What follows belongs to an exercise in optimizing a design on an open flow for small area; a production flow would make more cautious choices.
In this exercise RTL edits were held to simulation tests only and were not proved equivalent to the original.
Power is estimated from default activity; no workload was simulated. The flow treats the clock pin as an ideal source, which a real chip does not have.

Setup of run A:
// LiTE_DTU_160MHz_v2_0
module LiTE_DTU_160MHz_v2_0 (
			     CLK,
			     RST_b,
			     CALIBRATION_BUSY_1,
			     CALIBRATION_BUSY_10,
			     TEST_ENABLE,
			     GAIN_SEL_MODE,
			     fallback,
			     DATA12_g01,
			     DATA12_g10,
			     SATURATION_value,
			     BSL_VAL_g01,
			     BSL_VAL_g10,
			     losing_data,
			     DATA32_ATU_0,
			     DATA32_ATU_1,
			     DATA32_ATU_2,
			     DATA32_ATU_3,
			     Orbit,
			     shift_gain_10,
			     flush_b,
			     synch,
			     synch_pattern,
			     DATA32_0,
			     DATA32_1,
			     DATA32_2,
			     DATA32_3,
			     handshake);
clock: 6.25 ns
lec_check: 0
cap_margin: 20
core_margin: 2
core_utilization: 40
place_density: 0.6
slew_margin: 20
standard.sh (not shown) runs the stock make flow with config.mk's settings and CLKGATE_MAP_FILE= SYNTH_SCRIPT=/design/flow/synth_recipe.tcl, a recipe that flattens the netlist after the stock synthesis.
==> flow/flow/run.sh <==
#!/bin/bash
# The standard layout, with three changes to how the layout is made:
#  1. after the standard synthesis, its combinational logic is mapped again
#     for area (ABC deepsyn + area mapping, four scripts in parallel, the
#     smallest result kept); every register keeps its name,
#     its cell type and its connections, and the netlist is checked for that
#  2. port buffers use the smallest buffer cell (buf_1)
#  3. clock tree: clkbuf_16 buffers, sink clusters of up to 32, no dummy loads
# Each tool writes its full output to a log file in this folder.
set -euo pipefail
WORK=$(pwd)
FLOWDIR=$WORK/flow
R=$WORK/orfs/results/$FLOW_PLATFORM/LiTE_DTU_160MHz_v2_0/base
LIB=$FLOW_HOME/platforms/$FLOW_PLATFORM/lib/sky130_fd_sc_hd__tt_025C_1v80.lib
YOSYS=$(command -v yosys || true)
[[ -x "$YOSYS" ]] || YOSYS=$FLOW_HOME/../tools/install/yosys/bin/yosys

CTS="-sink_clustering_enable -repair_clock_nets -sink_clustering_size 32 -sink_clustering_max_diameter 80 -root_buf sky130_fd_sc_hd__clkbuf_16 -buf_list sky130_fd_sc_hd__clkbuf_16 -sink_clustering_buffer sky130_fd_sc_hd__clkbuf_16 -dont_use_dummy_load"
ARGS=("BUFFER_PORTS_ARGS=-buffer_cell sky130_fd_sc_hd__buf_1" "CTS_ARGS=$CTS")

# 1. standard synthesis
bash standard.sh "${ARGS[@]}" synth > standard_synth.log 2>&1
cp "$R/1_2_yosys.v" "$WORK/netlist_standard.v"

# 2. re-map the combinational logic
remap() {
  local seq
  seq=$(grep -oE "sky130_fd_sc_hd__[a-z0-9_]*df[a-z0-9_]*" netlist_standard.v | sort -u | tr '\n' ' ')
  [[ "$seq" == "sky130_fd_sc_hd__dfxtp_1 sky130_fd_sc_hd__edfxtp_1 " ]] || { echo "unexpected register cells: $seq"; return 1; }
  sed -E 's/\bsky130_fd_sc_hd__(e?dfxtp_1) /KEEP__\1 /' netlist_standard.v > netlist_keep.v
  local du
  du=$(grep -o -- "-dont_use [^ ]*" "$WORK/orfs/logs/$FLOW_PLATFORM/LiTE_DTU_160MHz_v2_0/base/1_2_yosys.log" | sort -u | tr '\n' ' ')
  [[ -n "$du" ]] || { echo "no dont_use list"; return 1; }
  # the re-mapping, on the cells' library functions, with each script
  local best="" best_area=""
  for k in 1 2 3 4; do
    cat > remap$k.ys <<EOY
read_liberty -wb -ignore_miss_func $LIB
read_verilog -lib $FLOWDIR/keep_cells.v
read_verilog netlist_keep.v
hierarchy -check -top $FLOW_TOP
flatten -wb
opt -purge
techmap
opt -fast
abc -liberty $LIB $du -script $FLOWDIR/area$k.abc
opt_clean -purge
stat -liberty $LIB
write_verilog -noattr -nohex -nodec netlist_abc_keep$k.v
EOY
    "$YOSYS" -s remap$k.ys > remap_yosys$k.log 2>&1 &
  done
  wait || true
  for k in 1 2 3 4; do
    local a
    a=$(grep "Chip area" remap_yosys$k.log 2>/dev/null | tail -1 | awk '{print $NF}')
    [[ -n "$a" && -s netlist_abc_keep$k.v ]] || continue
    echo "script $k: area $a"
    if [[ -z "$best" ]] || awk -v a="$a" -v b="$best_area" 'BEGIN {exit !(a < b)}'; then best=$k; best_area=$a; fi
  done
  [[ -n "$best" ]] || { echo "yosys remap failed"; return 1; }
  echo "kept script $best"
  cp netlist_abc_keep$best.v netlist_abc_keep.v
  # the finishing steps of the standard synthesis, on the library cells
  cat > finish.ys <<EOY
read_liberty -lib $LIB
read_verilog -lib $FLOWDIR/keep_cells.v
read_verilog netlist_abc_keep.v
hierarchy -check -top $FLOW_TOP
splitnets
opt_clean -purge
hilomap -singleton -hicell sky130_fd_sc_hd__conb_1 HI -locell sky130_fd_sc_hd__conb_1 LO
insbuf -buf sky130_fd_sc_hd__buf_4 A X
opt_clean -purge
check -assert
stat -liberty $LIB
write_verilog -noattr -nohex -nodec netlist_remap_keep.v
EOY
  "$YOSYS" -s finish.ys > finish_yosys.log 2>&1 || { echo "yosys finish failed"; return 1; }
  sed -E 's/\bKEEP__(e?dfxtp_1) /sky130_fd_sc_hd__\1 /' netlist_remap_keep.v > netlist_remap.v
  # the registers must be the same: names, cell types and count
  grep -E "^\s*sky130_fd_sc_hd__e?dfxtp_1 " netlist_standard.v | awk '{print $1, $2}' | sort > regs_standard.txt
  grep -E "^\s*sky130_fd_sc_hd__e?dfxtp_1 " netlist_remap.v | awk '{print $1, $2}' | sort > regs_remap.txt
  cmp -s regs_standard.txt regs_remap.txt || { echo "registers differ"; return 1; }
  [[ $(wc -l < regs_standard.txt) -gt 0 ]] || { echo "no registers found"; return 1; }
  ! grep -q "KEEP__" netlist_remap.v || { echo "stand-in left"; return 1; }
  return 0
}
if remap > remap.log 2>&1; then
  cp netlist_remap.v "$R/1_2_yosys.v"
  rm -f "$R/1_synth.odb" "$R/1_synth.sdc"
  echo "remapped netlist in use" >> remap.log
else
  echo "remap failed; standard netlist kept" >> remap.log
fi

# 3. the rest of the standard flow
bash standard.sh "${ARGS[@]}" finish > standard_finish.log 2>&1
==> flow/flow/area1.abc <==
&get -n
&st
&deepsyn -T 120
&dch -f
&nf -a -R 1000
&put
==> flow/flow/area2.abc <==
&get -n
&st
&deepsyn -T 120 -S 1
&dch -f
&nf -a -R 1000
&put
==> flow/flow/area3.abc <==
&get -n
&st
&deepsyn -T 60
&deepsyn -T 60 -S 3
&dch -f
&nf -a -R 1000
&put
==> flow/flow/area4.abc <==
&get -n
&st
&deepsyn -T 120 -S 2
&dch -f
&nf -a -R 1000
&put
Other scripts of this flow, unchanged in this note and not shown: flow/flow/keep_cells.v
What run B does differently from run A at the input level:
diff --git a/flow/flow/run.sh b/flow/flow/run.sh
--- a/flow/flow/run.sh
+++ b/flow/flow/run.sh
@@ -2,6 +2,5 @@
 # The standard layout, with three changes to how the layout is made:
 #  1. after the standard synthesis, its combinational logic is mapped again
-#     for area (ABC deepsyn + area mapping, four scripts in parallel, the
-#     smallest result kept); every register keeps its name,
+#     for area (ABC deepsyn + area mapping); every register keeps its name,
 #     its cell type and its connections, and the netlist is checked for that
 #  2. port buffers use the smallest buffer cell (buf_1)
@@ -32,8 +31,5 @@
   du=$(grep -o -- "-dont_use [^ ]*" "$WORK/orfs/logs/$FLOW_PLATFORM/LiTE_DTU_160MHz_v2_0/base/1_2_yosys.log" | sort -u | tr '\n' ' ')
   [[ -n "$du" ]] || { echo "no dont_use list"; return 1; }
-  # the re-mapping, on the cells' library functions, with each script
-  local best="" best_area=""
-  for k in 1 2 3 4; do
-    cat > remap$k.ys <<EOY
+  cat > remap.ys <<EOY
 read_liberty -wb -ignore_miss_func $LIB
 read_verilog -lib $FLOWDIR/keep_cells.v
@@ -44,28 +40,5 @@
 techmap
 opt -fast
-abc -liberty $LIB $du -script $FLOWDIR/area$k.abc
-opt_clean -purge
-stat -liberty $LIB
-write_verilog -noattr -nohex -nodec netlist_abc_keep$k.v
-EOY
-    "$YOSYS" -s remap$k.ys > remap_yosys$k.log 2>&1 &
-  done
-  wait || true
-  for k in 1 2 3 4; do
-    local a
-    a=$(grep "Chip area" remap_yosys$k.log 2>/dev/null | tail -1 | awk '{print $NF}')
-    [[ -n "$a" && -s netlist_abc_keep$k.v ]] || continue
-    echo "script $k: area $a"
-    if [[ -z "$best" ]] || awk -v a="$a" -v b="$best_area" 'BEGIN {exit !(a < b)}'; then best=$k; best_area=$a; fi
-  done
-  [[ -n "$best" ]] || { echo "yosys remap failed"; return 1; }
-  echo "kept script $best"
-  cp netlist_abc_keep$best.v netlist_abc_keep.v
-  # the finishing steps of the standard synthesis, on the library cells
-  cat > finish.ys <<EOY
-read_liberty -lib $LIB
-read_verilog -lib $FLOWDIR/keep_cells.v
-read_verilog netlist_abc_keep.v
-hierarchy -check -top $FLOW_TOP
+abc -liberty $LIB $du -script $FLOWDIR/area.abc
 splitnets
 opt_clean -purge
@@ -77,5 +50,5 @@
 write_verilog -noattr -nohex -nodec netlist_remap_keep.v
 EOY
-  "$YOSYS" -s finish.ys > finish_yosys.log 2>&1 || { echo "yosys finish failed"; return 1; }
+  "$YOSYS" -s remap.ys > remap_yosys.log 2>&1 || { echo "yosys failed"; return 1; }
   sed -E 's/\bKEEP__(e?dfxtp_1) /sky130_fd_sc_hd__\1 /' netlist_remap_keep.v > netlist_remap.v
   # the registers must be the same: names, cell types and count
==> flow/flow/area.abc (new file) <==
&get -n
&st
&deepsyn -T 120
&dch -f
&nf -a -R 1000
&put
removed: flow/flow/area1.abc
removed: flow/flow/area2.abc
removed: flow/flow/area3.abc
removed: flow/flow/area4.abc
### Flow results
Of run B and run A, the run reporting the lower first-pass GRT wire length was run B.
Higher number of logic inverters in the finished layout goes to run B over run A.
Run B: total wire length after detailed routing lower than run A
Run B — clock power about 3% higher, run A as reference
Global-route track usage on met1: run B lower than run A
NOTE design area run A->run B increased by a few percent
Edits applied to the flow inputs when going from run B to run C:
diff --git a/flow/flow/run.sh b/flow/flow/run.sh
--- a/flow/flow/run.sh
+++ b/flow/flow/run.sh
@@ -5,5 +5,5 @@
 #     its cell type and its connections, and the netlist is checked for that
 #  2. port buffers use the smallest buffer cell (buf_1)
-#  3. clock tree: clkbuf_16 buffers, sink clusters of up to 32, no dummy loads
+#  3. clock tree: clkbuf_16 buffers, sink clusters of up to 28, no dummy loads
 # Each tool writes its full output to a log file in this folder.
 set -euo pipefail
@@ -15,5 +15,5 @@
 [[ -x "$YOSYS" ]] || YOSYS=$FLOW_HOME/../tools/install/yosys/bin/yosys
 
-CTS="-sink_clustering_enable -repair_clock_nets -sink_clustering_size 32 -sink_clustering_max_diameter 80 -root_buf sky130_fd_sc_hd__clkbuf_16 -buf_list sky130_fd_sc_hd__clkbuf_16 -sink_clustering_buffer sky130_fd_sc_hd__clkbuf_16 -dont_use_dummy_load"
+CTS="-sink_clustering_enable -repair_clock_nets -sink_clustering_size 28 -sink_clustering_max_diameter 75 -root_buf sky130_fd_sc_hd__clkbuf_16 -buf_list sky130_fd_sc_hd__clkbuf_16 -sink_clustering_buffer sky130_fd_sc_hd__clkbuf_16 -dont_use_dummy_load"
 ARGS=("BUFFER_PORTS_ARGS=-buffer_cell sky130_fd_sc_hd__buf_1" "CTS_ARGS=$CTS")
 
@@ -31,4 +31,5 @@
   du=$(grep -o -- "-dont_use [^ ]*" "$WORK/orfs/logs/$FLOW_PLATFORM/LiTE_DTU_160MHz_v2_0/base/1_2_yosys.log" | sort -u | tr '\n' ' ')
   [[ -n "$du" ]] || { echo "no dont_use list"; return 1; }
+  # the re-mapping, on the cells' library functions
   cat > remap.ys <<EOY
 read_liberty -wb -ignore_miss_func $LIB
@@ -41,4 +42,14 @@
 opt -fast
 abc -liberty $LIB $du -script $FLOWDIR/area.abc
+opt_clean -purge
+write_verilog -noattr -nohex -nodec netlist_abc_keep.v
+EOY
+  "$YOSYS" -s remap.ys > remap_yosys.log 2>&1 || { echo "yosys remap failed"; return 1; }
+  # the finishing steps of the standard synthesis, on the library cells
+  cat > finish.ys <<EOY
+read_liberty -lib $LIB
+read_verilog -lib $FLOWDIR/keep_cells.v
+read_verilog netlist_abc_keep.v
+hierarchy -check -top $FLOW_TOP
 splitnets
 opt_clean -purge
@@ -50,5 +61,5 @@
 write_verilog -noattr -nohex -nodec netlist_remap_keep.v
 EOY
-  "$YOSYS" -s remap.ys > remap_yosys.log 2>&1 || { echo "yosys failed"; return 1; }
+  "$YOSYS" -s finish.ys > finish_yosys.log 2>&1 || { echo "yosys finish failed"; return 1; }
   sed -E 's/\bKEEP__(e?dfxtp_1) /sky130_fd_sc_hd__\1 /' netlist_remap_keep.v > netlist_remap.v
   # the registers must be the same: names, cell types and count
Notes after the runs:
Run C and run B all finish clean.
Run C vs run B — final estimated routing congestion in global placement climbed by a few percent
Side by side, power share of the combinational group turned out lower in run C than in run B.
~same clock transition at the register clock pins on the worst setup and hold paths after CTS in run C and run B
Summary of run C over run B: least setup slack across all paths after layout saw a decrease, net load switching power now smaller.
Compared with run B, run C shows a higher non-clock buffer instance count of the final layout.
Higher combined global-route utilization of all metal layers was reported by run C, not run B.
On run C: flip-flop and latch share of the layout cell area is 4.1 points higher than what run B gave.
On normalized max-slew margin, run B beats run C.
[compare] base=run B new=run C: core outline area shrank by about 8%; number of buffers and inverters on the critical path fell by 1.
Edits applied to the flow inputs when going from run C to run D:
diff --git a/flow/flow/run.sh b/flow/flow/run.sh
--- a/flow/flow/run.sh
+++ b/flow/flow/run.sh
@@ -5,5 +5,5 @@
 #     its cell type and its connections, and the netlist is checked for that
 #  2. port buffers use the smallest buffer cell (buf_1)
-#  3. clock tree: clkbuf_16 buffers, sink clusters of up to 28, no dummy loads
+#  3. clock tree: clkbuf_16 buffers, sink clusters of up to 32, no dummy loads
 # Each tool writes its full output to a log file in this folder.
 set -euo pipefail
@@ -15,5 +15,5 @@
 [[ -x "$YOSYS" ]] || YOSYS=$FLOW_HOME/../tools/install/yosys/bin/yosys
 
-CTS="-sink_clustering_enable -repair_clock_nets -sink_clustering_size 28 -sink_clustering_max_diameter 75 -root_buf sky130_fd_sc_hd__clkbuf_16 -buf_list sky130_fd_sc_hd__clkbuf_16 -sink_clustering_buffer sky130_fd_sc_hd__clkbuf_16 -dont_use_dummy_load"
+CTS="-sink_clustering_enable -repair_clock_nets -sink_clustering_size 32 -sink_clustering_max_diameter 80 -root_buf sky130_fd_sc_hd__clkbuf_16 -buf_list sky130_fd_sc_hd__clkbuf_16 -sink_clustering_buffer sky130_fd_sc_hd__clkbuf_16 -dont_use_dummy_load"
 ARGS=("BUFFER_PORTS_ARGS=-buffer_cell sky130_fd_sc_hd__buf_1" "CTS_ARGS=$CTS")
 
diff --git a/flow/config.mk b/flow/config.mk
--- a/flow/config.mk
+++ b/flow/config.mk
@@ -9,4 +9,5 @@
 export CORE_MARGIN = 2
 export CORE_UTILIZATION = 40
+export GPL_TIMING_DRIVEN = 0
 export PLACE_DENSITY = 0.6
 export SLEW_MARGIN = 20
Run D vs. run C: peak clock frequency supported by timing decreased 36 MHz; first-pass iteration count of the detailed router decreased 1; total wire length after detailed routing decreased 0.60%; design area increased 530 µm². [compare] base=run C new=run D: count of endpoints failing setup in the final report shows no meaningful change, transition time of the tightest slew-check pin shows a reduction of 0.077 ns. Run D and run C ended up with nearly the same floorplan row count.

## port drivers added, routing unchanged
How much do the figures lean on ideal ports? The routed layouts below were timed once more, with nothing changed but the port constraints. Step 1 assumes that a clkbuf_16 drives the clock port and a buf_2 every other input. Step 2 adds t to the input delays and takes it off the output delays; t is the mean of the earliest and latest rising clock arrival at the registers after step 1. Input paths then give back, and output paths get back, about the clock's delay inside the block. Slacks: ideal / step 1 / step 2; pairs: ideal / step 1.
| run | shift t [ns] | setup slack, ns | hold slack, ns | slew at the worst register clock pin (ns) | worst slew at a driven data input, ns |
|---|---|---|---|---|---|
| run A | 0.686 | 1.345 / 1.345 / 1.332 | 0.299 / 0.299 / 0.299 | 0.12 / 0.12 | 0.06 |
| run B | 0.699 | 1.899 / 1.909 / 1.210 | 0.282 / 0.282 / 0.282 | 0.12 / 0.12 | 0.11 |
| run C | 0.665 | 1.736 / 1.736 / 1.570 | 0.258 / 0.258 / 0.258 | 0.11 / 0.11 | 0.07 |
| run D | 0.651 | 0.856 / 0.856 / 0.856 | 0.255 / 0.255 / 0.255 | 0.12 / 0.12 | 0.09 |
After both steps every run listed still meets setup and hold. For run B, which loses most, drivers alone change the setup slack by +0.010 ns; drivers and shift together by -0.689 ns.
